This is an optimization exercise on Yosys and OpenROAD, whose aim is a short achievable clock period and few clock cycles, not a production implementation.
RTL that was checked went through simulation tests only; none was proved equivalent to the original.
For run 1, only the layout was checked, not whether the RTL still works.
Power and IR drop assume default switching activity.

==> flow/flow/run.sh <==
#!/bin/bash
# The standard layout, with two changes to how it is made (same clock
# period and constraints): the timing repair steps aim for a setup slack of
# MARGIN ns instead of 0, and the port buffers are a stronger buffer cell.
set -euo pipefail
MARGIN=$(cat flow/margin.txt)
bash standard.sh "SETUP_SLACK_MARGIN=$MARGIN" \
  "BUFFER_PORTS_ARGS=-buffer_cell sky130_fd_sc_hd__buf_4" finish > flow_standard.log 2>&1
==> flow/flow/margin.txt <==
59
==> flow/standard.sh <==
#!/bin/bash
# synth_recipe.tcl (not shown) runs the flow's synth.tcl, then flattens the netlist and writes it again
# the make line also repeats each setting of config.mk as NAME=value (left out here)
make -C /OpenROAD-flow-scripts/flow DESIGN_CONFIG=/design/flow/config.mk WORK_HOME=/design/flow/orfs CLKGATE_MAP_FILE= SYNTH_SCRIPT=/design/flow/synth_recipe.tcl "${@:-finish}"
==> flow/config.mk <==
export PLATFORM = sky130hd
export DESIGN_NAME = Riscv
export DESIGN_NICKNAME = Riscv
export VERILOG_FILES = /design/flow/design.v
export SDC_FILE = /design/flow/constraint.sdc
export NUM_CORES = 4
export LEC_CHECK = 0
export CAP_MARGIN = 20
export CORE_MARGIN = 2
export CORE_UTILIZATION = 30
export PLACE_DENSITY = 0.5
export SLEW_MARGIN = 20
export SYNTH_HIERARCHICAL = 1
export SYNTH_MINIMUM_KEEP_SIZE = 0
==> flow/constraint.sdc <==
create_clock -name core_clock -period 75.0 [get_ports {clk}]
set_input_delay 15.0000 -clock core_clock [delete_from_list [all_inputs] [get_ports {clk}]]
set_output_delay 15.0000 -clock core_clock [all_outputs]
set_load 0.01 [all_outputs]
==> flow/design.v <==
module Regfile(
    input clk,
    input reg_write,
    input [4:0] write_reg_addr,
    input [31:0] write_reg_data,
    input [4:0] read_reg0_addr,
    input [4:0] read_reg1_addr,
    output [31:0] read_reg0_data,
    output [31:0] read_reg1_data
);
reg [31:0] reg_mem [1:31];
always @(posedge clk) begin
    if (reg_write && write_reg_addr != 5'd0)
        reg_mem[write_reg_addr] <= write_reg_data;
end
assign read_reg0_data = (read_reg0_addr == 5'd0) ? 32'd0 : reg_mem[read_reg0_addr];
assign read_reg1_data = (read_reg1_addr == 5'd0) ? 32'd0 : reg_mem[read_reg1_addr];
endmodule
module ID(
    input [31:0] instruction,
    output reg [3:0] alu_op,
    output reg use_imm,
    output reg reg_write,
    output reg mem_read,
    output reg mem_write,
    output reg branch,
    output reg use_rs1,
    output reg use_rs2,
    output [2:0] funct3,
    output [4:0] rs1,
    output [4:0] rs2,
    output [4:0] rd,
    output reg [31:0] imm
);
wire [6:0] opcode = instruction[6:0];
wire [6:0] funct7 = instruction[31:25];
assign funct3 = instruction[14:12];
assign rs1 = instruction[19:15];
assign rs2 = instruction[24:20];
assign rd  = instruction[11:7];
always @(*) begin
    alu_op = 4'd0;
    use_imm = 1'b0;
    reg_write = 1'b0;
    mem_read = 1'b0;
    mem_write = 1'b0;
    branch = 1'b0;
    use_rs1 = 1'b0;
    use_rs2 = 1'b0;
    imm = 32'd0;
    case (opcode)
        7'b0110011: begin  
            use_rs1 = 1'b1;
            use_rs2 = 1'b1;
            if (funct7 == 7'b0000000) begin
                reg_write = 1'b1;
                case (funct3)
                    3'b000: alu_op = 4'd0;
                    3'b001: alu_op = 4'd2;
                    3'b100: alu_op = 4'd5;
                    3'b101: alu_op = 4'd3;
                    3'b110: alu_op = 4'd6;
                    3'b111: alu_op = 4'd7;
                    default: reg_write = 1'b0;
                endcase
            end else if (funct7 == 7'b0100000) begin
                reg_write = 1'b1;
                case (funct3)
                    3'b000: alu_op = 4'd1;
                    3'b101: alu_op = 4'd4;
                    default: reg_write = 1'b0;
                endcase
            end else if (funct7 == 7'b0000001) begin
                reg_write = 1'b1;
                case (funct3)
                    3'b000: alu_op = 4'd8;
                    3'b101: alu_op = 4'd9;
                    default: reg_write = 1'b0;
                endcase
            end
        end
        7'b0010011: begin  
            if (funct3 == 3'b000) begin
                use_rs1 = 1'b1;
                use_imm = 1'b1;
                reg_write = 1'b1;
                imm = {{20{instruction[31]}}, instruction[31:20]};
            end
        end
        7'b0000011: begin  
            if (funct3 == 3'b010) begin
                use_rs1 = 1'b1;
                use_imm = 1'b1;
                reg_write = 1'b1;
                mem_read = 1'b1;
                imm = {{20{instruction[31]}}, instruction[31:20]};
            end
        end
        7'b0100011: begin  
            if (funct3 == 3'b010) begin
                use_rs1 = 1'b1;
                use_rs2 = 1'b1;
                use_imm = 1'b1;
                mem_write = 1'b1;
                imm = {{20{instruction[31]}}, instruction[31:25], instruction[11:7]};
            end
        end
        7'b1100011: begin  
            if (funct3 == 3'b000 || funct3 == 3'b001 || funct3 == 3'b100 || funct3 == 3'b101) begin
                use_rs1 = 1'b1;
                use_rs2 = 1'b1;
                alu_op = 4'd1;
                branch = 1'b1;
                imm = {{20{instruction[31]}}, instruction[7], instruction[30:25], instruction[11:8], 1'b0};
            end
        end
        default: ;
    endcase
end
endmodule
module PCSEL(
    input [31:0] ins,
    input [31:0] pc,
    input [24:0] pc_hi_m1,
    input en,
    input [31:0] other,
    output pred,
    output [31:0] pc_next
);
wire [12:0] off = {ins[31], ins[7], ins[30:25], ins[11:8], 1'b0};
assign pred = (ins[6:0] == 7'b1100011) && ~ins[13] && (&off[12:7]);
wire [7:0] lo = {1'b0, pc[6:0]} + {1'b0, off[6:0]};
wire sel = pred && en;
assign pc_next[6:0] = sel ? lo[6:0] : other[6:0];
assign pc_next[31:7] = sel ? (lo[7] ? pc[31:7] : pc_hi_m1) : other[31:7];
endmodule
module EX(
    input [3:0] alu_op,
    input [31:0] a,
    input [31:0] b,
    input [2:0] funct3,
    output reg [31:0] result,
    output reg taken
);
always @(*) begin
    case (alu_op)
        4'd0: result = a + b;
        4'd1: result = a - b;
        4'd2: result = a << b[4:0];
        4'd3: result = a >> b[4:0];
        4'd4: result = $signed(a) >>> b[4:0];
        4'd5: result = a ^ b;
        4'd6: result = a | b;
        4'd7: result = a & b;
        4'd8: result = a * b;
        default: result = 32'd0;
    endcase
end
always @(*) begin
    case (funct3)
        3'b000: taken = (a == b);
        3'b001: taken = (a != b);
        3'b100: taken = ($signed(a) < $signed(b));
        3'b101: taken = ($signed(a) >= $signed(b));
        default: taken = 1'b0;
    endcase
end
endmodule
module DIV(
    input clk,
    input rst_n,
    input req,
    input [31:0] a,
    input [31:0] b,
    output done,
    output [31:0] q
);
function [4:0] clz32;
    input [31:0] v;
    integer i;
    begin
        clz32 = 5'd31;
        for (i = 0; i < 32; i = i + 1)
            if (v[i]) clz32 = 5'd31 - i[4:0];
    end
endfunction
reg busy;
reg [4:0] cnt;
reg [31:0] rem_r, quo_r, div_r;
wire dz = (b == 32'd0);
wire lt = (a < b);
wire [4:0] d = clz32(b) - clz32(a);      
wire [4:0] pairs = {1'b0, d[4:1]} + 5'd1;  
wire [5:0] nbits = {pairs, 1'b0};
wire [31:0] rem0 = (nbits == 6'd32) ? 32'd0 : (a >> nbits);
wire [31:0] quo0 = a << (6'd32 - nbits);
reg [31:0] rem_s, quo_s;
reg [32:0] diff;
integer k;
always @(*) begin
    rem_s = rem_r;
    quo_s = quo_r;
    for (k = 0; k < 2; k = k + 1) begin
        diff = {rem_s, quo_s[31]} - {1'b0, div_r};
        if (!diff[32]) begin
            rem_s = diff[31:0];
            quo_s = {quo_s[30:0], 1'b1};
        end else begin
            rem_s = {rem_s[30:0], quo_s[31]};
            quo_s = {quo_s[30:0], 1'b0};
        end
    end
end
wire first_done = dz || lt;
assign done = req && (busy ? (cnt == 5'd1) : first_done);
assign q = busy ? quo_s : (dz ? 32'hffffffff : 32'd0);
always @(posedge clk or negedge rst_n) begin
    if (~rst_n) begin
        busy <= 1'b0;
        cnt <= 5'd0;
    end else if (req) begin
        if (busy) begin
            cnt <= cnt - 5'd1;
            if (cnt == 5'd1) busy <= 1'b0;
        end else if (!first_done) begin
            busy <= 1'b1;
            cnt <= pairs;
        end
    end
end
always @(posedge clk) begin
    if (req) begin
        if (busy) begin
            rem_r <= rem_s;
            quo_r <= quo_s;
        end else begin
            rem_r <= rem0;
            quo_r <= quo0;
            div_r <= b;
        end
    end
end
endmodule
module Riscv(
    input clk,
    input rst_n,
    output [31:0] i_addr,
    input [31:0] i_data,
    output [31:0] d_addr,
    output [31:0] d_wdata,
    output d_we,
    input [31:0] d_rdata
);
wire x_hold;
wire redirect;
wire [31:0] br_target;
reg [31:0] pc;
assign i_addr = pc;
wire f_pred;
wire [31:0] pc_next;
wire [31:0] pc_other = redirect ? br_target : x_hold ? pc : pc + 32'd4;
wire [24:0] pc_hi_m1 = pc[31:7] - 25'd1;
PCSEL PCSEL0(
    .ins(i_data),
    .pc(pc),
    .pc_hi_m1(pc_hi_m1),
    .en(~redirect && ~x_hold),
    .other(pc_other),
    .pred(f_pred),
    .pc_next(pc_next)
);
always @(posedge clk or negedge rst_n) begin
    if (~rst_n)
        pc <= 32'd0;
    else
        pc <= pc_next;
end
reg x_valid;
reg x_pred;
reg [31:0] x_ins;
reg [31:0] x_pc;
always @(posedge clk or negedge rst_n) begin
    if (~rst_n)
        x_valid <= 1'b0;
    else if (redirect)
        x_valid <= 1'b0;
    else if (~x_hold)
        x_valid <= 1'b1;
end
always @(posedge clk) begin
    if (~x_hold) begin
        x_ins <= i_data;
        x_pc <= pc;
        x_pred <= f_pred;
    end
end
wire [3:0] d_alu_op;
wire d_use_imm, d_reg_write, d_mem_read, d_mem_write, d_branch, d_use_rs1, d_use_rs2;
wire [2:0] d_funct3;
wire [4:0] d_rs1, d_rs2, d_rd;
wire [31:0] d_imm;
ID ID0(
    .instruction(x_ins),
    .alu_op(d_alu_op),
    .use_imm(d_use_imm),
    .reg_write(d_reg_write),
    .mem_read(d_mem_read),
    .mem_write(d_mem_write),
    .branch(d_branch),
    .use_rs1(d_use_rs1),
    .use_rs2(d_use_rs2),
    .funct3(d_funct3),
    .rs1(d_rs1),
    .rs2(d_rs2),
    .rd(d_rd),
    .imm(d_imm)
);
wire d_is_div = (d_alu_op == 4'd9);
reg m_ld, m_wen;
reg [4:0] m_rd;
reg [31:0] m_addr;
reg w_we;
reg [4:0] w_rd;
reg [31:0] w_data;
wire [31:0] rf_rs1, rf_rs2;
Regfile Regfile0(
    .clk(clk),
    .reg_write(w_we),
    .write_reg_addr(w_rd),
    .write_reg_data(w_data),
    .read_reg0_addr(d_rs1),
    .read_reg1_addr(d_rs2),
    .read_reg0_data(rf_rs1),
    .read_reg1_data(rf_rs2)
);
wire fwd_m1 = m_wen && ~m_ld && m_rd == d_rs1;
wire fwd_m2 = m_wen && ~m_ld && m_rd == d_rs2;
wire fwd_w1 = w_we && w_rd == d_rs1;
wire fwd_w2 = w_we && w_rd == d_rs2;
wire [31:0] rs1_val = fwd_m1 ? m_addr : fwd_w1 ? w_data : rf_rs1;
wire [31:0] rs2_val = fwd_m2 ? m_addr : fwd_w2 ? w_data : rf_rs2;
wire load_use = m_ld && ((d_use_rs1 && d_rs1 == m_rd) || (d_use_rs2 && d_rs2 == m_rd));
wire div_req = x_valid && d_is_div && ~load_use;
wire div_done;
wire [31:0] div_q;
assign x_hold = x_valid && (load_use || (d_is_div && ~div_done));
wire x_go = x_valid && ~x_hold;
wire [31:0] alu_b = d_use_imm ? d_imm : rs2_val;
wire [31:0] alu_res;
wire cond;
EX EX0(
    .alu_op(d_alu_op),
    .a(rs1_val),
    .b(alu_b),
    .funct3(d_funct3),
    .result(alu_res),
    .taken(cond)
);
DIV DIV0(
    .clk(clk),
    .rst_n(rst_n),
    .req(div_req),
    .a(rs1_val),
    .b(rs2_val),
    .done(div_done),
    .q(div_q)
);
wire taken = d_branch && cond;
assign redirect = x_go && (taken != x_pred);
assign br_target = x_pred ? x_pc + 32'd4 : x_pc + d_imm;
reg m_we;
reg [31:0] m_wdata;
assign d_addr = m_addr;
assign d_wdata = m_wdata;
assign d_we = m_we;
always @(posedge clk or negedge rst_n) begin
    if (~rst_n) begin
        m_we <= 1'b0;
        m_ld <= 1'b0;
        m_wen <= 1'b0;
    end else begin
        m_we <= x_go && d_mem_write;
        m_ld <= x_go && d_mem_read && d_rd != 5'd0;
        m_wen <= x_go && d_reg_write && d_rd != 5'd0;
    end
end
always @(posedge clk) begin
    m_rd <= d_rd;
    m_addr <= (d_mem_read || d_mem_write) ? rs1_val + d_imm :
              d_is_div ? div_q : alu_res;
    m_wdata <= rs2_val;
end
always @(posedge clk or negedge rst_n) begin
    if (~rst_n)
        w_we <= 1'b0;
    else
        w_we <= m_wen;
end
always @(posedge clk) begin
    w_rd <= m_rd;
    w_data <= m_ld ? d_rdata : m_addr;
end
endmodule
==> results.py, run 1 <==
metrics = {
    "run_status": {
        "status": "complete, no violations",
    },
    "finish": {
        "final_area_sq_mm": 0.110,
        "final_common_cell": "edfxtp_1",
        "num-nets-final": 9629,
        "area_delta_synth_final_pct": 13.8,
        "drive_gt1_share_pct": 17.8,
        "final_cell_mix": "edfxtp_1, nor2_1, nand2_1",
    },
    "floorplan": {
        "die_w_um": 571,
        "coreArea_sq_mm": 0.320,
        "ios": 163,
        "die_h_um": 571,
        "start_util_pct": 30.1,
        "std_cell_rows": 208,
        "die-area_sq_mm": 0.326,
    },
    "synthesis": {
        "yosysSeqAreaShare_pct": 39.2,
        "ys_seq_elements": 1302,
        "async_flop_share_pct": 3.30,
        "synth_area_sq_mm": 0.0964,
        "synth_top_family_by_area": "multiplexers",
        "muxShareOfSynthArea_pct": 16.5,
        "synth_nets": 9520,
        "yosysWarnings": 11,
        "synth_compound_area_share_pct": 11.7,
        "synth_xor_area_share_pct": 2.72,
        "postSynthCellCount": 8644,
        "synth-main-ff-cell": "edfxtp_1",
        "synthAdderAreaFrac_pct": 13.7,
        "syn_area_per_cell_sq_um": 11.2,
        "synth_edf_count": 1153,
        "synth-simple-area-share_pct": 10.8,
        "yosys.cell_types.count": 124,
    },
    "clocking": {
        "cts.sinks": 1302,
        "clkTransAtPathRegs_ns": 0.06,
        "numCtsBuffers": 156,
        "ctsHoldBuffers": 0,
        "cts-htree-levels": 4,
        "clk-insertion-delay-late_ns": 0.89,
        "clockBufferDepth": 4,
        "clock-root-buffer": "clkbuf_16",
        "cts_tree": "done",
    },
    "route": {
        "avgViaCountPerCell": 5.73,
        "drcViolationCount": 0,
        "drtPass1Iterations": 8,
        "avgRoutedWirePerCell_um": 30.7,
        "drt-initial-drc-count": 9578,
        "ant_nets": 0,
        "drt-total-wl_mm": 406,
        "via_count": 75767,
    },
    "sta": {
        "drv_slew": 0,
        "rsz0062_at_grt": "true",
        "timing.fmax_mhz": 60.9,
        "tns_ns": 0,
        "slew_headroom_pct": 15.7,
        "min_period_ns": 16.42,
        "holdWs_ns": 0.321,
        "tightest_slew_ns": 1.25,
        "finalHoldViolCount": 0,
        "final-setup-viol-count": 0,
        "min_period_over_period_pct": 21.9,
        "fin_worst_skew_ns": 0.120,
    },
    "setup_path": {
        "cp.required_ns": 60.00,
        "critPathTopFamily": "flip-flops",
        "reg2reg_depth": 36,
        "critPathBufInv": 1,
        "max_stage_delay_ns": 0.47,
        "path_class": "reg -> out",
        "crit_path_max_fanout": 1,
        "arrival_ns": 1.42,
        "end_kind": "primary output",
        "slowest_stage": "dfrtp_2",
        "crit_cells": 1,
        "crit_chain": "buf_6",
        "startpoint_type": "flop",
    },
    "run": {
        "maxCapViolCount": 0,
    },
    "place": {
        "hpwl_mm": 276,
        "gp_congestion": 0.991,
        "dpl_cell_area_sq_mm": 0.103,
        "portBuffers": 162,
    },
    "global_route": {
        "antenna_found_initial": 39,
        "overflow": 0,
        "grt_max_degree": 99,
        "grt_pass1_wl_mm": 569,
        "grt_pass1_vias": 74798,
        "grt_use_total_pct": 24.3,
    },
    "hold_path": {
        "hold_class": "reg -> reg",
        "hold_depth": 0,
    },
    "pwr": {
        "p_leak_uw": 0.0414,
        "total_power_uw": 5950,
        "power.density_mw_per_mm2": 54.3,
        "ir_worst_vdd_v": 0.000329,
    },
}
-- per-module statistics from Yosys, one instance, submodules excluded --
module   cells  area (sq um)  times used
Riscv     1431         13300           1
DIV       1369         11400           1
Regfile   2602         46400           1
EX        2994         23500           1
ID         113           764           1
PCSEL      135          1030           1
-- logic make-up after synthesis --
| family | Yosys count |
|---|---|
| compound gates | 1657 |
| xor+xnor | 298 |
| fa+ha+maj | 810 |
| buf+inv | 1193 |
| flops | 1302 |
| mux | 1080 |
| simple gates | 2304 |
-- Yosys cell counts, types with 74 or more instances --
cell type | instances | area, sq um
nand2_1 | 713 | 2680
dfxtp_1 | 106 | 2120
o21ai_0 | 284 | 1420
edfxtp_1 | 1153 | 34600
nand3_1 | 163 | 816
mux4_2 | 392 | 8830
inv_1 | 610 | 2290
nor2b_1 | 80 | 500
mux2i_1 | 569 | 5700
clkbuf_1 | 310 | 1160
a21oi_1 | 428 | 2140
nor3_1 | 90 | 450
buf_2 | 99 | 495
fa_1 | 416 | 8330
nor2_1 | 846 | 3180
a22oi_1 | 127 | 953
nand4_1 | 74 | 463
buf_4 | 80 | 601
mux2_2 | 114 | 1280
ha_1 | 394 | 4930
xor2_1 | 126 | 1100
a211oi_1 | 86 | 646
xnor2_1 | 171 | 1500
-- worst paths after layout --
path	to	slack, ns	startpoint
max	d_we	58.58	m_we$_DFF_PN0_
min	w_we$_DFF_PN0_	0.32	m_wen$_DFF_PN0_
max reg2reg	m_addr[31]$_DFF_P_	61.10	x_ins[16]$_DFFE_PN_
min reg2reg	w_we$_DFF_PN0_	0.32	m_wen$_DFF_PN0_
max in group asynchronous	m_we$_DFF_PN0_	60.05	rst_n
min in group asynchronous	pc[27]$_DFF_PN0_	14.31	rst_n
-- layer usage --
| layer | track usage [%] | part of all wire [%] | vias up |
|---|---|---|---|
| met5 | 0 | 0.011 | - |
| met4 | 10.8 | 5.0 | 8 |
| met3 | 5.04 | 9.4 | 730 |
| met2 | 36.7 | 44 | 3917 |
| met1 | 33.5 | 42 | 39032 |
| li1 | - | - | 32080 |
-- power breakdown --
group / internal (uW) / leakage, uW / switching (uW)
Clock: 445 / 0.00247 / 322
Combinational: 1590 / 0.0270 / 2670
Sequential: 883 / 0.0119 / 46.6
Total: 2920 / 0.0414 / 3040
-- sequential cells by signal (all words and copies together), names as in the netlist --
| signal | flops |
|---|---|
| DIV0.busy | 1 |
| DIV0.cnt | 5 |
| DIV0.div_r | 32 |
| DIV0.quo_r | 32 |
| DIV0.rem_r | 32 |
| Regfile0.reg_mem | 992 |
| m_addr | 32 |
| m_ld | 1 |
| m_rd | 5 |
| m_wdata | 32 |
| m_we | 1 |
| m_wen | 1 |
| pc | 32 |
| w_data | 32 |
| w_rd | 5 |
| w_we | 1 |
| x_ins | 32 |
| x_pc | 32 |
| x_pred | 1 |
| x_valid | 1 |
-- timing repair --
| item | CTS | global route |
|---|---|---|
| setup endpoints to repair | 122 | 122 |
| resized for setup | 206 | 41 |
| setup buffers | 67 | 6 |
| pin swaps | 4 | 1 |
| gates cloned | 2 | 0 |
-- metrics by stage --
| step | setup WS [ns] | instances | util [%] |
|---|---|---|---|
| 6_report | 58.58 | 13224 | 34.3 |
| 5_1_grt | 58.58 | 13217 | 34.2 |
| 4_1_cts | 58.54 | 13177 | 34.2 |
| 3_5_place_dp | 57.65 | 12825 | 32.2 |
| 3_3_place_gp | 57.50 | 12824 | 32.2 |
| 2_1_floorplan | 58.27 | 8644 | - |
-- layout make-up --
class                           count  area, sq um
Timing Repair Buffer              515         4440
Inverter                          629         2360
Clock inverter                     79          757
Multi-Input combinational cell   6149        54400
Antenna cell                       41          103
Sequential cell                  1302        38000
Tap cell                         4305         5390
Fill cell                       31848       211000
Clock buffer                      204         4310
==> inputs of run 2 (changes only) <==
--- a/flow/design.v
+++ b/flow/design.v
@@ -124,2 +124,4 @@
     input [24:0] pc_hi_m1,
+    input [24:0] pc_hi_p1,
+    input fwd_taken,
     input en,
@@ -130,7 +132,10 @@
 wire [12:0] off = {ins[31], ins[7], ins[30:25], ins[11:8], 1'b0};
-assign pred = (ins[6:0] == 7'b1100011) && ~ins[13] && (&off[12:7]);
+wire s = off[12];
+wire near = s ? (&off[11:7]) : ~(|off[11:7]);
+assign pred = (ins[6:0] == 7'b1100011) && ~ins[13] && near && (s || fwd_taken);
 wire [7:0] lo = {1'b0, pc[6:0]} + {1'b0, off[6:0]};
 wire sel = pred && en;
+wire [24:0] hi = lo[7] ? (s ? pc[31:7] : pc_hi_p1) : (s ? pc_hi_m1 : pc[31:7]);
 assign pc_next[6:0] = sel ? lo[6:0] : other[6:0];
-assign pc_next[31:7] = sel ? (lo[7] ? pc[31:7] : pc_hi_m1) : other[31:7];
+assign pc_next[31:7] = sel ? hi : other[31:7];
 endmodule
@@ -258,2 +263,3 @@
 assign i_addr = pc;
+reg [1:0] bht [0:15];
 wire f_pred;
@@ -262,2 +268,4 @@
 wire [24:0] pc_hi_m1 = pc[31:7] - 25'd1;
+wire [24:0] pc_hi_p1 = pc[31:7] + 25'd1;
+wire [1:0] f_ctr = bht[pc[5:2]];
 PCSEL PCSEL0(
@@ -266,2 +274,4 @@
     .pc_hi_m1(pc_hi_m1),
+    .pc_hi_p1(pc_hi_p1),
+    .fwd_taken(f_ctr[1]),
     .en(~redirect && ~x_hold),
@@ -370,2 +380,17 @@
 assign br_target = x_pred ? x_pc + 32'd4 : x_pc + d_imm;
+wire bht_upd = x_go && d_branch && ~d_imm[31];
+wire [1:0] bht_old = bht[x_pc[5:2]];
+wire [1:0] bht_new = taken ? ((bht_old == 2'd3) ? 2'd3 : bht_old + 2'd1)
+                           : ((bht_old == 2'd0) ? 2'd0 : bht_old - 2'd1);
+genvar gi;
+generate
+    for (gi = 0; gi < 16; gi = gi + 1) begin : g_bht
+        always @(posedge clk or negedge rst_n) begin
+            if (~rst_n)
+                bht[gi] <= 2'd1;
+            else if (bht_upd && x_pc[5:2] == gi)
+                bht[gi] <= bht_new;
+        end
+    end
+endgenerate
 reg m_we;
==> results.py, run 2 <==
metrics = {
    "run_status": {
        "status": "complete, no violations",
    },
    "synthesis": {
        "yosysTopAreaCellShare_pct": 34.7,
        "synth-main-ff-cell": "edfxtp_1",
        "yosysWarnings": 12,
        "synth.most_common_cell": "edfxtp_1",
        "ys_seq_elements": 1334,
        "async_flop_share_pct": 5.62,
        "synth_top_area_cell": "edfxtp_1",
        "yosysSeqAreaShare_pct": 38.8,
        "synth_edf_count": 1153,
        "synth_area_sq_mm": 0.0997,
        "synthTopCellsByCount": "edfxtp_1, nor2_1, nand2_1",
        "syn_area_per_cell_sq_um": 11.2,
        "synth_nets": 9801,
        "synthTopCellsByArea": "edfxtp_1, mux4_2, fa_1, mux2i_1, ha_1",
        "yosys.cell_types.count": 142,
        "postSynthCellCount": 8919,
    },
    "sta": {
        "drv_slew": 0,
        "setup_slack_ns": 58.55,
        "slew_headroom_pct": 14.7,
        "finalHoldViolCount": 0,
        "tightest_slew_ns": 1.26,
        "timing.fmax_mhz": 60.8,
        "fin_worst_skew_ns": 0.117,
        "rsz0062_at_grt": "true",
        "tns_ns": 0,
        "min_period_over_period_pct": 21.9,
        "final-setup-viol-count": 0,
        "min_period_ns": 16.45,
    },
    "setup_path": {
        "max_stage_delay_ns": 0.47,
        "slowest_stage": "dfrtp_2",
        "critPathTopFamily": "flip-flops",
        "cp.required_ns": 60.00,
        "startpoint_type": "flop",
        "path_class": "reg -> out",
        "arrival_ns": 1.45,
        "end_kind": "primary output",
        "critPathBufInv": 1,
        "crit_chain": "buf_6",
        "crit_path_max_fanout": 1,
    },
    "floorplan": {
        "coreArea_sq_mm": 0.331,
        "die_h_um": 580,
        "die-area_sq_mm": 0.337,
        "start_util_pct": 30.2,
        "die_w_um": 580,
        "std_cell_rows": 211,
        "ios": 163,
    },
    "run": {
        "maxCapViolCount": 0,
    },
    "place": {
        "portBuffers": 162,
        "placedCellCount": 13119,
        "pre_cts_ws_ns": 57.54,
        "hpwl_mm": 282,
        "gp_congestion": 0.953,
    },
    "clocking": {
        "clk-insertion-delay-late_ns": 0.90,
        "clockBufferDepth": 4,
        "cts_tree": "done",
        "cts.sinks": 1334,
        "numCtsBuffers": 163,
        "cts-htree-levels": 4,
        "clock-root-buffer": "clkbuf_16",
        "clkTransAtPathRegs_ns": 0.06,
        "ctsHoldBuffers": 0,
    },
    "finish": {
        "fin_cells": 13516,
        "area_delta_synth_final_pct": 13.4,
        "drive_gt1_share_pct": 18.6,
        "regMostFlops": "Regfile0.reg_mem",
        "largest_register_ffs": 992,
        "final_cell_mix": "edfxtp_1, nor2_1, nand2_1",
        "final_common_cell": "edfxtp_1",
        "num-nets-final": 9882,
    },
    "route": {
        "drcViolationCount": 0,
        "drtPass1Iterations": 6,
        "drt-total-wl_mm": 419,
        "ant_nets": 0,
        "drt-initial-drc-count": 10346,
        "avgRoutedWirePerCell_um": 31.0,
        "avgViaCountPerCell": 5.81,
        "via_count": 78517,
    },
    "pwr": {
        "ir_worst_vdd_v": 0.000240,
        "p_leak_uw": 0.0433,
        "power.density_mw_per_mm2": 52.4,
    },
    "global_route": {
        "grt_use_total_pct": 24.1,
        "grt_pass1_wl_mm": 588,
        "overflow": 0,
        "antenna_found_initial": 36,
        "grt_pass1_vias": 77608,
        "grt_max_degree": 97,
    },
    "hold_path": {
        "hold_class": "reg -> reg",
    },
}
-- run 2: cell type report --
class,count,area [sq um]
multi-input cells,6377,56700
fillers,32940,217000
repair buffers,515,4480
diodes,20,50.0
inverters,609,2290
flip-flops and latches,1334,38800
clock inverters,88,941
clock buffers,207,4360
well taps,4366,5460
-- run 2: kinds of logic after synthesis --
family | Yosys count | share of synthesized area [%]
and+or+nand+nor | 2363 | 10.9
AOI/OAI and AO/OA | 1700 | 11.8
DFF | 1334 | 38.8
buffers and inverters | 1208 | 5.30
muxes | 1185 | 17.2
adders and majority gates | 819 | 13.4
xor gates and xnor gates | 310 | 2.72
-- run 2: modules after synthesis (local to each module, per instance) --
module   area, sq um  flip-flops and latches
EX             23700                       0
ID               764                       0
Riscv          15700                     240
DIV            11400                     102
PCSEL           1650                       0
Regfile        46500                     992
-- run 2: worst paths after layout --
| check | slack [ns] | depth (start not counted) | from | end |
|---|---|---|---|---|
| min reg2reg | 0.39 | 0 | m_wen$_DFF_PN0_ | w_we$_DFF_PN0_ |
| max in group asynchronous | 59.66 | 2 | rst_n | pc[6]$_DFF_PN0_ |
| max | 58.55 | 1 | m_we$_DFF_PN0_ | d_we |
| max reg2reg | 60.24 | 39 | x_ins[20]$_DFFE_PN_ | m_addr[23]$_DFF_P_ |
| min in group asynchronous | 14.27 | 1 | rst_n | pc[20]$_DFF_PN0_ |
| min | 0.39 | 0 | m_wen$_DFF_PN0_ | w_we$_DFF_PN0_ |
-- run 2: timing repair --
| action | CTS | global route |
|---|---|---|
| gates resized for setup | 217 | 15 |
| cloned | 2 | 6 |
| buffers inserted | 64 | 10 |
| setup endpoints to repair | 129 | 124 |
| pin swaps | 4 | 8 |
-- run 2: metrics by stage --
step / power (uW) / hold WS, ns / instance area [sq um] / util [%]
floorplan: 3520 / 0.347 / 99800 / -
global placement: 5000 / 0.382 / 106000 / 32.2
detailed placement: 5020 / 0.381 / 106000 / 32.2
CTS: 5900 / 0.391 / 113000 / 34.1
global route: 6280 / 0.408 / 113000 / 34.2
finish: 5920 / 0.391 / 113000 / 34.2
-- run 2: layer usage --
layer / global-route usage [%] / part of all wire [%]
met1: 33.7 / 43
met2: 35.7 / 43
met3: 4.73 / 9.2
met4: 10.8 / 4.9
met5: 0 / 0.019
-- run 2: power by group --
part / internal [uW] / switching (uW) / total (uW) / leakage, uW
registers: 899 / 52.4 / 951 / 0.0123
logic: 1580 / 2590 / 4170 / 0.0284
clock network: 466 / 335 / 801 / 0.00259
Testbench counts of run 2, summed over its fixed seeds: cycles 25,481.
==> inputs of run 3 (changes only) <==
--- a/flow/design.v
+++ b/flow/design.v
@@ -126,2 +126,6 @@
     input fwd_taken,
+    input xr_ok,
+    input [4:0] xr_rd,
+    input xr_zero,
+    input xr_neg,
     input en,
@@ -134,3 +138,6 @@
 wire near = s ? (&off[11:7]) : ~(|off[11:7]);
-assign pred = (ins[6:0] == 7'b1100011) && ~ins[13] && near && (s || fwd_taken);
+wire known = xr_ok && ins[24:20] == 5'd0 && ins[19:15] == xr_rd;
+wire outcome = ins[14] ? (xr_neg ^ ins[12]) : (xr_zero ^ ins[12]);
+wire dir = known ? outcome : (s || fwd_taken);
+assign pred = (ins[6:0] == 7'b1100011) && ~ins[13] && near && dir;
 wire [7:0] lo = {1'b0, pc[6:0]} + {1'b0, off[6:0]};
@@ -270,2 +277,4 @@
 wire [1:0] f_ctr = bht[pc[5:2]];
+wire xr_ok;
+wire xr_zero, xr_neg;
 PCSEL PCSEL0(
@@ -276,2 +285,6 @@
     .fwd_taken(f_ctr[1]),
+    .xr_ok(xr_ok),
+    .xr_rd(d_rd),
+    .xr_zero(xr_zero),
+    .xr_neg(xr_neg),
     .en(~redirect && ~x_hold),
@@ -377,2 +390,6 @@
 );
+wire [31:0] x_res = d_is_div ? div_q : alu_res;
+assign xr_ok = x_valid && d_reg_write && ~d_mem_read && d_rd != 5'd0;
+assign xr_zero = (x_res == 32'd0);
+assign xr_neg = x_res[31];
 wire taken = d_branch && cond;
@@ -414,3 +431,3 @@
     m_addr <= (d_mem_read || d_mem_write) ? rs1_val + d_imm :
-              d_is_div ? div_q : alu_res;
+              x_res;
     m_wdata <= rs2_val;
==> results.py, run 3 <==
metrics = {
    "global_route": {
        "grt_use_met3_pct": 4.64,
        "grt_pass1_wl_mm": 589,
        "gr-max-usage-layer": "met2",
        "antenna_found_initial": 37,
        "overflow": 0,
        "grt_use_met2_pct": 35.9,
        "grtUsageMet1_pct": 33.5,
        "grt_pass1_vias": 78265,
        "grt_max_degree": 107,
        "grt_use_total_pct": 24.0,
    },
    "synthesis": {
        "synth_area_sq_mm": 0.0999,
        "synth_xor_area_share_pct": 2.81,
        "synth_nets": 9895,
        "ys_seq_elements": 1334,
        "synthAdderAreaFrac_pct": 13.4,
        "synthTopCellsByCount": "edfxtp_1, nor2_1, nand2_1",
        "yosysSeqAreaShare_pct": 38.7,
        "synth-main-ff-cell": "edfxtp_1",
        "yosysWarnings": 12,
        "synth_top_family_by_area": "multiplexers",
        "async_flop_share_pct": 5.62,
        "yosys.cell_types.count": 132,
        "postSynthCellCount": 9013,
        "synth_edf_count": 1153,
        "yosysTopAreaCellShare_pct": 34.6,
        "synth.most_common_cell": "edfxtp_1",
        "synthTopCellsByArea": "edfxtp_1, mux4_2, fa_1, mux2i_1, ha_1",
        "muxShareOfSynthArea_pct": 16.8,
        "synth-simple-area-share_pct": 11.0,
        "synth_top_area_cell": "edfxtp_1",
        "synth_compound_area_share_pct": 12.1,
        "syn_area_per_cell_sq_um": 11.1,
    },
    "sta": {
        "min_period_over_period_pct": 22.1,
        "slew_headroom_pct": 19.7,
        "timing.fmax_mhz": 60.4,
        "drv_slew": 0,
        "final-setup-viol-count": 0,
        "tns_ns": 0,
        "fin_worst_skew_ns": 0.0906,
        "finalHoldViolCount": 0,
        "tightest_slew_ns": 1.19,
        "min_period_ns": 16.55,
        "rsz0062_at_grt": "true",
    },
    "place": {
        "portBuffers": 162,
        "gp_congestion": 0.963,
        "placedCellCount": 13196,
        "hpwl_mm": 278,
    },
    "setup_path": {
        "slowest_stage": "dfrtp_2",
        "startpoint_type": "flop",
        "cp.required_ns": 60.00,
        "max_stage_delay_ns": 0.52,
        "path_class": "reg -> out",
        "arrival_ns": 1.55,
        "r2r_slack_ns": 59.56,
        "crit_chain": "buf_6",
        "critPathBufInv": 1,
        "crit_path_max_fanout": 1,
        "end_kind": "primary output",
        "critPathTopFamily": "flip-flops",
    },
    "run_status": {
        "status": "complete, no violations",
    },
    "pwr": {
        "p_int_uw": 2960,
        "switchingPower_uw": 3050,
        "p_comb_share_pct": 70.6,
        "seq_power_share_pct": 15.9,
        "p_sw_share_pct": 50.8,
        "power.density_mw_per_mm2": 52.7,
        "p_leak_uw": 0.0434,
        "p_clk_share_pct": 13.5,
        "ir_worst_vdd_v": 0.000320,
    },
    "floorplan": {
        "ios": 163,
        "coreArea_sq_mm": 0.331,
        "die_h_um": 581,
        "die_w_um": 581,
        "start_util_pct": 30.2,
        "die-area_sq_mm": 0.338,
        "std_cell_rows": 211,
    },
    "clocking": {
        "clk-insertion-delay-late_ns": 0.90,
        "ctsHoldBuffers": 0,
        "cts.sinks": 1334,
        "cts-htree-levels": 4,
        "clock-root-buffer": "clkbuf_16",
        "clockBufferDepth": 4,
        "clkTransAtPathRegs_ns": 0.06,
        "numCtsBuffers": 164,
        "cts_tree": "done",
    },
    "route": {
        "ant_nets": 0,
        "drtPass1Iterations": 8,
        "drt-total-wl_mm": 418,
        "avgViaCountPerCell": 5.84,
        "via_count": 79356,
        "drcViolationCount": 0,
        "drt-initial-drc-count": 10174,
        "avgRoutedWirePerCell_um": 30.8,
    },
    "finish": {
        "fin_cells": 13593,
        "drive_gt1_share_pct": 18.4,
        "final_common_cell": "edfxtp_1",
        "num-nets-final": 9962,
        "regMostFlops": "Regfile0.reg_mem",
        "largest_register_ffs": 992,
        "final_cell_mix": "edfxtp_1, nor2_1, nand2_1",
        "area_delta_synth_final_pct": 14.1,
        "nFillCells": 32805,
    },
    "hold_path": {
        "hold_class": "reg -> reg",
    },
    "run": {
        "maxCapViolCount": 0,
    },
}
-- run 3: changes by cell type after synthesis, sizes merged, moves of 15 or more --
cell / before / now
xor2: 126 / 142
clkbuf: 311 / 344
inv: 594 / 612
mux2i: 603 / 569
mux2: 186 / 169
a2111oi: 11 / 28
nor2b: 77 / 93
o21ai: 330 / 345
-- run 3: power by group through the flow --
stage	Sequential (uW)	Combinational, uW	Clock [uW]
finish	955	4240	809
global route	958	4500	850
CTS	953	4180	824
detailed placement	969	4080	0
global placement	968	4080	0
floorplan	957	2620	0
-- run 3: per-module statistics from Yosys (local to each module, per instance) --
module   copies in the design  flip-flops and latches
Regfile                     1                     992
EX                          1                       0
Riscv                       1                     240
DIV                         1                     102
PCSEL                       1                       0
ID                          1                       0
-- run 3: repair_timing --
item | CTS | global route
setup endpoints to repair | 129 | 130
gates resized for setup | 255 | 37
cloned | 3 | 11
pin swaps | 7 | 23
setup buffers | 65 | 5
-- run 3: cell type report --
| cell class | count | area, sq um | share of cell area, % |
|---|---|---|---|
| diodes | 15 | 37.5 | 0.0329 |
| clock buffers | 216 | 4570 | 4.01 |
| clock inverters | 82 | 802 | 0.704 |
| inverters | 624 | 2350 | 2.06 |
| multi-input cells | 6436 | 57200 | 50.2 |
| flip-flops and latches | 1334 | 38800 | 34.1 |
| well taps | 4366 | 5460 | 4.79 |
| repair buffers | 520 | 4760 | 4.18 |
-- run 3: layer usage --
| layer | vias up | share of wire, % | wire [um] |
|---|---|---|---|
| met2 | 4372 | 43 | 181000 |
| met5 | - | 0.024 | 100 |
| met4 | 14 | 4.9 | 20700 |
| li1 | 33403 | - | - |
| met3 | 768 | 9.4 | 39400 |
| met1 | 40799 | 42 | 177000 |
-- run 3: final timing paths --
check,start,to,cells past startpoint
worst max-delay path,m_we$_DFF_PN0_,d_we,1
max in group asynchronous,rst_n,pc[3]$_DFF_PN0_,2
worst max register to register,x_ins[16]$_DFFE_PN_,pc[10]$_DFF_PN0_,46
worst min register to register,m_wen$_DFF_PN0_,w_we$_DFF_PN0_,0
worst min-delay path,m_wen$_DFF_PN0_,w_we$_DFF_PN0_,0
min in group asynchronous,rst_n,DIV0.cnt[4]$_DFFE_PN0P_,1
-- run 3: metrics by stage --
step	setup WS, ns	power (uW)	utilization, %	area (sq um)	hold WS, ns
5_1_grt	58.39	6310	34.4	114000	0.396
3_3_place_gp	57.27	5050	32.3	107000	0.384
6_report	58.45	6010	34.4	114000	0.386
4_1_cts	58.35	5960	34.3	114000	0.389
3_5_place_dp	57.26	5050	32.3	107000	0.385
2_1_floorplan	58.34	3570	-	100000	0.347
-- run 3: cells by family after synthesis --
family,Yosys count
flip-flops,1334
buffers and inverters,1243
AO/OA/AOI/OAI,1761
adder cells (fa/ha/maj),818
multiplexers,1143
XOR/XNOR,319
AND/OR/NAND/NOR,2395
Testbench counts of run 3, summed over its fixed seeds: cycles 25,024.
==> inputs of run 4 (changes only) <==
==> flow/flow/run.sh (replaced) <==
#!/bin/bash
# The standard layout, with three changes to how it is made (same clock
# period and constraints):
#  - the timing repair steps aim for a setup slack of MARGIN ns instead of 0;
#  - the port buffers are a stronger buffer cell;
#  - after placement, each flip-flop that drives an output port's buffer is
#    moved next to that buffer and the placement legalized again.
set -euo pipefail
MARGIN=$(cat flow/margin.txt)
KNOBS=("SETUP_SLACK_MARGIN=$MARGIN" "BUFFER_PORTS_ARGS=-buffer_cell sky130_fd_sc_hd__buf_4")
bash standard.sh "${KNOBS[@]}" place > flow_standard_place.log 2>&1
RES=orfs/results/$FLOW_PLATFORM/Riscv/base
cat > move_out_flops_run.tcl <<EOT
read_db $RES/3_place.odb
source flow/move_out_flops.tcl
detailed_placement
check_placement
write_db $RES/3_place.odb
EOT
openroad -no_init -exit move_out_flops_run.tcl > move_out_flops.log 2>&1
bash standard.sh "${KNOBS[@]}" finish > flow_standard.log 2>&1
==> flow/flow/move_out_flops.tcl (new file) <==
# Moves each flip-flop that drives an output port's buffer next to that
# buffer, then legalizes the placement.
set block [ord::get_db_block]
set moved 0
foreach bt [$block getBTerms] {
  if {[$bt getIoType] != "OUTPUT"} { continue }
  set net [$bt getNet]
  foreach it [$net getITerms] {
    if {![$it isOutputSignal]} { continue }
    set buf [$it getInst]
    foreach bin [$buf getITerms] {
      if {![$bin isInputSignal]} { continue }
      set n2 [$bin getNet]
      if {$n2 == "NULL"} { continue }
      foreach it2 [$n2 getITerms] {
        if {![$it2 isOutputSignal]} { continue }
        set ff [$it2 getInst]
        if {![string match "*df*" [[$ff getMaster] getName]]} { continue }
        set loc [$buf getLocation]
        $ff setLocation [lindex $loc 0] [lindex $loc 1]
        $ff setPlacementStatus PLACED
        incr moved
      }
    }
  }
}
puts "moved $moved output flip-flops"
==> results.py, run 4 <==
metrics = {
    "run_status": {
        "status": "complete, no violations",
    },
    "finish": {
        "drive_gt1_share_pct": 19.0,
        "final_cell_mix": "edfxtp_1, nor2_1, nand2_1",
        "regMostFlops": "Regfile0.reg_mem",
        "num-nets-final": 9992,
        "fin_cells": 13621,
        "area_delta_synth_final_pct": 14.7,
        "final_common_cell": "edfxtp_1",
        "largest_register_ffs": 992,
        "nFillCells": 32700,
    },
    "run": {
        "maxCapViolCount": 0,
    },
    "clocking": {
        "clockBufferDepth": 4,
        "cts.sinks": 1334,
        "numCtsBuffers": 161,
        "cts-htree-levels": 4,
        "ctsHoldBuffers": 0,
        "clkTransAtPathRegs_ns": 0.06,
        "cts_tree": "done",
        "clk-insertion-delay-late_ns": 0.89,
        "clock-root-buffer": "clkbuf_16",
    },
    "pwr": {
        "ir_worst_vdd_v": 0.000320,
        "p_leak_uw": 0.0436,
        "power.density_mw_per_mm2": 52.3,
    },
    "floorplan": {
        "start_util_pct": 30.2,
        "die-area_sq_mm": 0.338,
        "std_cell_rows": 211,
        "ios": 163,
        "die_h_um": 581,
        "coreArea_sq_mm": 0.331,
        "die_w_um": 581,
    },
    "global_route": {
        "grt_max_degree": 107,
        "grt_use_total_pct": 24.2,
        "antenna_found_initial": 43,
        "grt_pass1_wl_mm": 595,
        "overflow": 0,
        "grt_pass1_vias": 78556,
    },
    "route": {
        "drt-total-wl_mm": 422,
        "drt-initial-drc-count": 9915,
        "via_count": 79472,
        "drcViolationCount": 0,
        "ant_nets": 0,
        "drtPass1Iterations": 6,
        "avgRoutedWirePerCell_um": 31.0,
        "avgViaCountPerCell": 5.83,
    },
    "sta": {
        "slew_headroom_pct": 6.35,
        "final-setup-viol-count": 0,
        "holdWs_ns": 0.342,
        "finalHoldViolCount": 0,
        "timing.fmax_mhz": 60.7,
        "fin_worst_skew_ns": 0.107,
        "tightest_slew_ns": 1.39,
        "tns_ns": 0,
        "min_period_ns": 16.49,
        "setup_slack_ns": 58.51,
        "min_period_over_period_pct": 22.0,
        "rsz0062_at_grt": "true",
        "drv_slew": 0,
    },
    "setup_path": {
        "cp.required_ns": 60.00,
        "crit_path_max_fanout": 2,
        "end_kind": "primary output",
        "startpoint_type": "flop",
        "path_class": "reg -> out",
        "arrival_ns": 1.49,
    },
    "synthesis": {
        "synthTopCellsByArea": "edfxtp_1, mux4_2, fa_1, mux2i_1, ha_1",
        "synthTopCellsByCount": "edfxtp_1, nor2_1, nand2_1",
        "async_flop_share_pct": 5.62,
        "synth.most_common_cell": "edfxtp_1",
        "yosysTopAreaCellShare_pct": 34.6,
        "synth_top_area_cell": "edfxtp_1",
        "yosysWarnings": 12,
        "syn_area_per_cell_sq_um": 11.1,
        "ys_seq_elements": 1334,
        "synth_nets": 9895,
        "synth_edf_count": 1153,
        "synth-main-ff-cell": "edfxtp_1",
        "yosysSeqAreaShare_pct": 38.7,
        "postSynthCellCount": 9013,
        "yosys.cell_types.count": 132,
        "synth_area_sq_mm": 0.0999,
    },
    "place": {
        "portBuffers": 162,
        "placedCellCount": 13196,
        "gp_congestion": 0.963,
        "pre_cts_ws_ns": 57.26,
        "hpwl_mm": 278,
    },
    "hold_path": {
        "hold_class": "reg -> reg",
    },
}
-- run 4: changes by cell type in the layout (fill, tap and decap cells not counted), sizes merged --
cell / before / now
buf: 512 / 548
clkbuf: 224 / 206
clkinvlp: 3 / 7
diode: 15 / 19
bufbuf: 0 / 1
clkinv: 68 / 69
-- run 4: worst paths after layout --
check / slack, ns / depth (start not counted) / startpoint / to
hold reg to reg: 0.34 / 0 / m_rd[0]$_DFF_P_ / w_rd[0]$_DFF_P_
hold / removal: 0.34 / 0 / m_rd[0]$_DFF_P_ / w_rd[0]$_DFF_P_
max in group asynchronous: 59.56 / 2 / rst_n / pc[4]$_DFF_PN0_
setup / recovery: 58.51 / 2 / m_addr[30]$_DFF_P_ / d_addr[30]
setup reg to reg: 59.34 / 47 / x_ins[16]$_DFFE_PN_ / pc[22]$_DFF_PN0_
min in group asynchronous: 14.18 / 1 / rst_n / pc[11]$_DFF_PN0_
-- run 4: stage by stage --
stage	power, uW	utilization [%]	instance area (sq um)
after floorplan	3570	-	100000
after global placement	5050	32.3	107000
after detailed placement	5050	32.3	107000
after CTS	5960	34.5	114000
after global routing	6320	34.6	115000
final	5990	34.6	115000
-- run 4: area by class of cell --
cell class	instances	area (sq um)	area share (%)
clock buffer	202	4450	3.89
tap	4366	5460	4.77
inverter	624	2350	2.05
multi-input combinational	6436	57400	50.1
timing repair buffer	553	5200	4.54
antenna	19	47.5	0.0415
sequential	1334	38800	33.9
clock inverter	87	813	0.710
-- run 4: repair_timing --
item,in CTS,in global routing
setup buffers,78,16
cloned,12,4
pin swaps,28,26
gates resized for setup,307,39
setup endpoints to repair,129,129
endpoints found under the hold margin,0,0
-- run 4: per-layer routing --
layer	share of wire, %	GRT usage [%]	routed length, um	vias up
met4	4.8	10.7	20200	12
met5	0.018	0	75	-
met3	8.8	4.10	37300	770
met1	43	34.2	181000	40881
met2	43	36.3	184000	4325
li1	-	-	-	33484
-- run 4: per-module statistics from Yosys, one instance, submodules excluded --
module | cells | cell area, sq um | flip-flops and latches | copies in the design
EX | 3002 | 23800 | 0 | 1
Regfile | 2601 | 46500 | 992 | 1
PCSEL | 230 | 1750 | 0 | 1
Riscv | 1698 | 15800 | 240 | 1
ID | 113 | 764 | 0 | 1
DIV | 1369 | 11400 | 102 | 1
-- run 4: report_power, final --
| group | total [uW] | internal [uW] | leakage, uW | switching, uW |
|---|---|---|---|---|
| combinational | 4250 | 1600 | 0.0287 | 2650 |
| clock | 798 | 461 | 0.00259 | 337 |
| sequential | 944 | 897 | 0.0123 | 46.4 |
-- run 4: worst max-delay path, cell delays in order (launching register included) --
cell	delay, ns
dfxtp_2	0.33
buf_8	0.14
buf_6	0.12
-- run 4: logic make-up (layout without fill, tap and decap cells) --
logic type	count (synthesis)	after routing	share of synthesized area, %
xor gates and xnor gates	319	319	2.81
and+or+nand+nor	2395	2395	11.0
buffers and inverters	1243	1466	5.34
muxes	1143	1143	16.8
AOI/OAI and AO/OA	1761	1761	12.1
adders and majority gates	818	818	13.4
DFF	1334	1334	38.7
other	0	19	0
==> inputs of run 5 (changes only) <==
--- a/flow/design.v
+++ b/flow/design.v
@@ -343,3 +343,3 @@
 reg [4:0] m_rd;
-reg [31:0] m_addr;
+reg [31:0] m_addr, m_res;
 reg w_we;
@@ -362,4 +362,4 @@
 wire fwd_w2 = w_we && w_rd == d_rs2;
-wire [31:0] rs1_val = fwd_m1 ? m_addr : fwd_w1 ? w_data : rf_rs1;
-wire [31:0] rs2_val = fwd_m2 ? m_addr : fwd_w2 ? w_data : rf_rs2;
+wire [31:0] rs1_val = fwd_m1 ? m_res : fwd_w1 ? w_data : rf_rs1;
+wire [31:0] rs2_val = fwd_m2 ? m_res : fwd_w2 ? w_data : rf_rs2;
 wire load_use = m_ld && ((d_use_rs1 && d_rs1 == m_rd) || (d_use_rs2 && d_rs2 == m_rd));
@@ -430,4 +430,4 @@
     m_rd <= d_rd;
-    m_addr <= (d_mem_read || d_mem_write) ? rs1_val + d_imm :
-              x_res;
+    m_addr <= rs1_val + d_imm;
+    m_res <= x_res;
     m_wdata <= rs2_val;
@@ -442,3 +442,3 @@
     w_rd <= m_rd;
-    w_data <= m_ld ? d_rdata : m_addr;
+    w_data <= m_ld ? d_rdata : m_res;
 end
==> results.py, run 5 <==
metrics = {
    "run_status": {
        "status": "complete, no violations",
    },
    "clocking": {
        "cts_tree": "done",
        "clk-insertion-delay-late_ns": 0.91,
        "cts-htree-levels": 4,
        "cts.sinks": 1366,
        "clock-root-buffer": "clkbuf_16",
        "clockBufferDepth": 4,
        "numCtsBuffers": 166,
        "clkTransAtPathRegs_ns": 0.07,
    },
    "pwr": {
        "p_sw_share_pct": 51.2,
        "switchingPower_uw": 3060,
        "seq_power_share_pct": 16.3,
        "ir_worst_vdd_v": 0.000240,
        "p_clk_share_pct": 13.5,
        "p_leak_uw": 0.0433,
        "p_comb_share_pct": 70.1,
        "power.density_mw_per_mm2": 52.2,
        "p_int_uw": 2910,
    },
    "finish": {
        "regMostFlops": "Regfile0.reg_mem",
        "drive_gt1_share_pct": 18.8,
        "finalCoreUtilization_pct": 34.3,
        "num-nets-final": 9893,
        "multiInputGateArea_sq_mm": 0.0571,
        "final_common_cell": "edfxtp_1",
        "seq_area_sq_mm": 0.0394,
        "area_delta_synth_final_pct": 14.1,
        "nFillCells": 32804,
        "final_cell_mix": "edfxtp_1, nor2_1, nand2_1",
        "largest_register_ffs": 992,
    },
    "setup_path": {
        "critPathTopFamily": "flip-flops",
        "crit_chain": "buf_6",
        "max_stage_delay_ns": 0.43,
        "critPathBufInv": 1,
        "startpoint_type": "flop",
        "end_kind": "primary output",
        "cp.required_ns": 60.00,
        "path_class": "reg -> out",
        "slowest_stage": "dfrtp_2",
        "arrival_ns": 1.45,
        "crit_path_max_fanout": 2,
    },
    "synthesis": {
        "yosysTopAreaCellShare_pct": 34.6,
        "synth-main-ff-cell": "edfxtp_1",
        "postSynthCellCount": 8963,
        "yosysSeqAreaShare_pct": 39.2,
        "synth_top_area_cell": "edfxtp_1",
        "synth.most_common_cell": "edfxtp_1",
        "synthTopCellsByArea": "edfxtp_1, mux4_2, fa_1, mux2i_1, ha_1",
        "yosysWarnings": 12,
        "synth_edf_count": 1153,
        "synth_nets": 9845,
        "yosys.cell_types.count": 134,
        "ys_seq_elements": 1366,
        "syn_area_per_cell_sq_um": 11.2,
        "async_flop_share_pct": 5.49,
        "synthTopCellsByCount": "edfxtp_1, nor2_1, nand2_1",
        "synth_area_sq_mm": 0.100,
    },
    "sta": {
        "min_period_over_period_pct": 21.9,
        "final-setup-viol-count": 0,
        "finalHoldViolCount": 0,
        "fin_worst_skew_ns": 0.0734,
        "slew_headroom_pct": 9.45,
        "tns_ns": 0,
        "timing.fmax_mhz": 60.8,
        "rsz0062_at_grt": "true",
        "drv_slew": 0,
        "min_period_ns": 16.45,
        "tightest_slew_ns": 1.36,
    },
    "floorplan": {
        "start_util_pct": 30.1,
        "die_w_um": 582,
        "ios": 163,
        "die_h_um": 582,
        "coreArea_sq_mm": 0.333,
        "die-area_sq_mm": 0.339,
        "std_cell_rows": 212,
    },
    "route": {
        "drcViolationCount": 0,
        "avgViaCountPerCell": 5.77,
        "avgRoutedWirePerCell_um": 30.7,
        "drtPass1Iterations": 7,
        "drt-total-wl_mm": 416,
        "via_count": 78250,
        "drt-initial-drc-count": 9749,
        "ant_nets": 0,
    },
    "global_route": {
        "overflow": 0,
        "grt_use_total_pct": 23.9,
        "grt_pass1_wl_mm": 586,
        "grt_max_degree": 96,
        "antenna_found_initial": 41,
        "grt_pass1_vias": 77611,
    },
    "place": {
        "portBuffers": 162,
        "gp_congestion": 0.985,
        "hpwl_mm": 279,
    },
    "run": {
        "maxCapViolCount": 0,
    },
    "hold_path": {
        "hold_class": "reg -> reg",
    },
}
run 5: changes by cell type in the layout (fill, tap and decap cells not counted), sizes merged, moves of 21 or more:
cell	previous run	this run
a21oi	429	398
buf	548	487
dfxtp	106	138
mux2	169	198
mux2i	569	548
xnor2	176	204
xor2	142	119
run 5: per-layer routing:
layer | global-route usage, % | vias to the layer above | share of wire [%]
li1 | - | 33159 | -
met1 | 32.6 | 40325 | 42
met2 | 36.3 | 3993 | 44
met3 | 4.63 | 759 | 9.3
met4 | 11.4 | 14 | 5.4
met5 | 0 | - | 0.023
run 5: kinds of logic after synthesis:
| family | share of synthesized area, % |
|---|---|
| flops | 39.2 |
| compound gates | 11.6 |
| simple gates | 10.9 |
| mux | 16.9 |
| buf+inv | 5.27 |
| xor+xnor | 2.85 |
| fa+ha+maj | 13.3 |
run 5: final timing paths:
path / slack [ns] / cells after the start / start / endpoint
worst max-delay path: 58.55 / 1 / pc[16]$_DFF_PN0_ / i_addr[16]
worst min-delay path: 0.38 / 0 / m_rd[3]$_DFF_P_ / w_rd[3]$_DFF_P_
worst max register to register: 59.55 / 42 / x_ins[16]$_DFFE_PN_ / pc[31]$_DFF_PN0_
worst min register to register: 0.38 / 0 / m_rd[3]$_DFF_P_ / w_rd[3]$_DFF_P_
max in group asynchronous: 59.54 / 2 / rst_n / m_ld$_DFF_PN0_
min in group asynchronous: 14.17 / 1 / rst_n / pc[26]$_DFF_PN0_
run 5: stage by stage:
step / instance area [sq um] / total power [uW] / std cells / worst slack, ns / hold WS (ns)
final: 114000 / 5970 / 13561 / 58.55 / 0.376
after global routing: 114000 / 6270 / 13538 / 58.52 / 0.380
after CTS: 114000 / 5860 / 13520 / 58.52 / 0.371
after detailed placement: 107000 / 5000 / 13164 / 57.59 / 0.385
after global placement: 107000 / 4970 / 13164 / 57.56 / 0.386
after floorplan: 100000 / 3590 / 8963 / 58.34 / 0.347
run 5: per-module statistics from Yosys (local to each module, per instance):
module | times used | cells inside | flops+latches
PCSEL | 1 | 230 | 0
Riscv | 1 | 1648 | 272
ID | 1 | 113 | 0
DIV | 1 | 1369 | 102
Regfile | 1 | 2601 | 992
EX | 1 | 3002 | 0
run 5: what timing repair did:
action	4_1_cts	5_1_grt
resized for setup	251	51
setup buffers	45	8
pin swaps	15	29
setup endpoints to repair	129	130
gates cloned	8	5
hold buffers	0	0
run 5: power groups by stage:
stage / logic, uW / clock network [uW] / registers [uW]
finish: 4180 / 808 / 974
global route: 4440 / 849 / 977
CTS: 4070 / 821 / 973
detailed placement: 4010 / 0 / 992
global placement: 3980 / 0 / 990
floorplan: 2620 / 0 / 973
run 5: layout make-up:
| class | instances | area share (%) |
|---|---|---|
| diodes | 28 | 0.0613 |
| clock buffers | 212 | 3.95 |
| clock inverters | 91 | 0.732 |
| inverters | 628 | 2.07 |
| multi-input cells | 6358 | 50.0 |
| flip-flops and latches | 1366 | 34.5 |
| well taps | 4387 | 4.80 |
| repair buffers | 491 | 3.91 |
Testbench counts of run 5, summed over its fixed seeds: cycles 25,024.

## afterwards: timing with drivers on the ports
How much do the figures lean on ideal ports? The routed layouts below were timed once more, with nothing changed but the port constraints. Step 1 sets driving cells, clkbuf_16 on the clock port and buf_2 on the other inputs (assumed; they add their load-dependent delay and slew). Step 2 also shifts input and output timing later by t, the mid clock arrival at the registers, as if the neighbouring blocks saw the same clock. a / b / c = ideal / step 1 / step 2; a / b = the first two.
run	t (ns)	setup WS [ns]	clock arrival spread, ns	worst slew at a driven data input, ns
run 1	0.927	58.580 / 58.481 / 58.053	0.120 / 0.121	0.07
run 2	0.930	58.553 / 58.459 / 58.065	0.117 / 0.117	0.20
run 3	0.958	58.451 / 58.350 / 58.042	0.091 / 0.090	0.23
run 4	0.940	58.513 / 58.415 / 57.909	0.113 / 0.113	0.23
run 5	0.972	58.548 / 58.455 / 57.914	0.088 / 0.087	0.16
After both steps setup and hold are still met in every run listed. For run 5, which loses most, drivers alone change the setup slack by -0.093 ns; drivers and shift together by -0.634 ns.
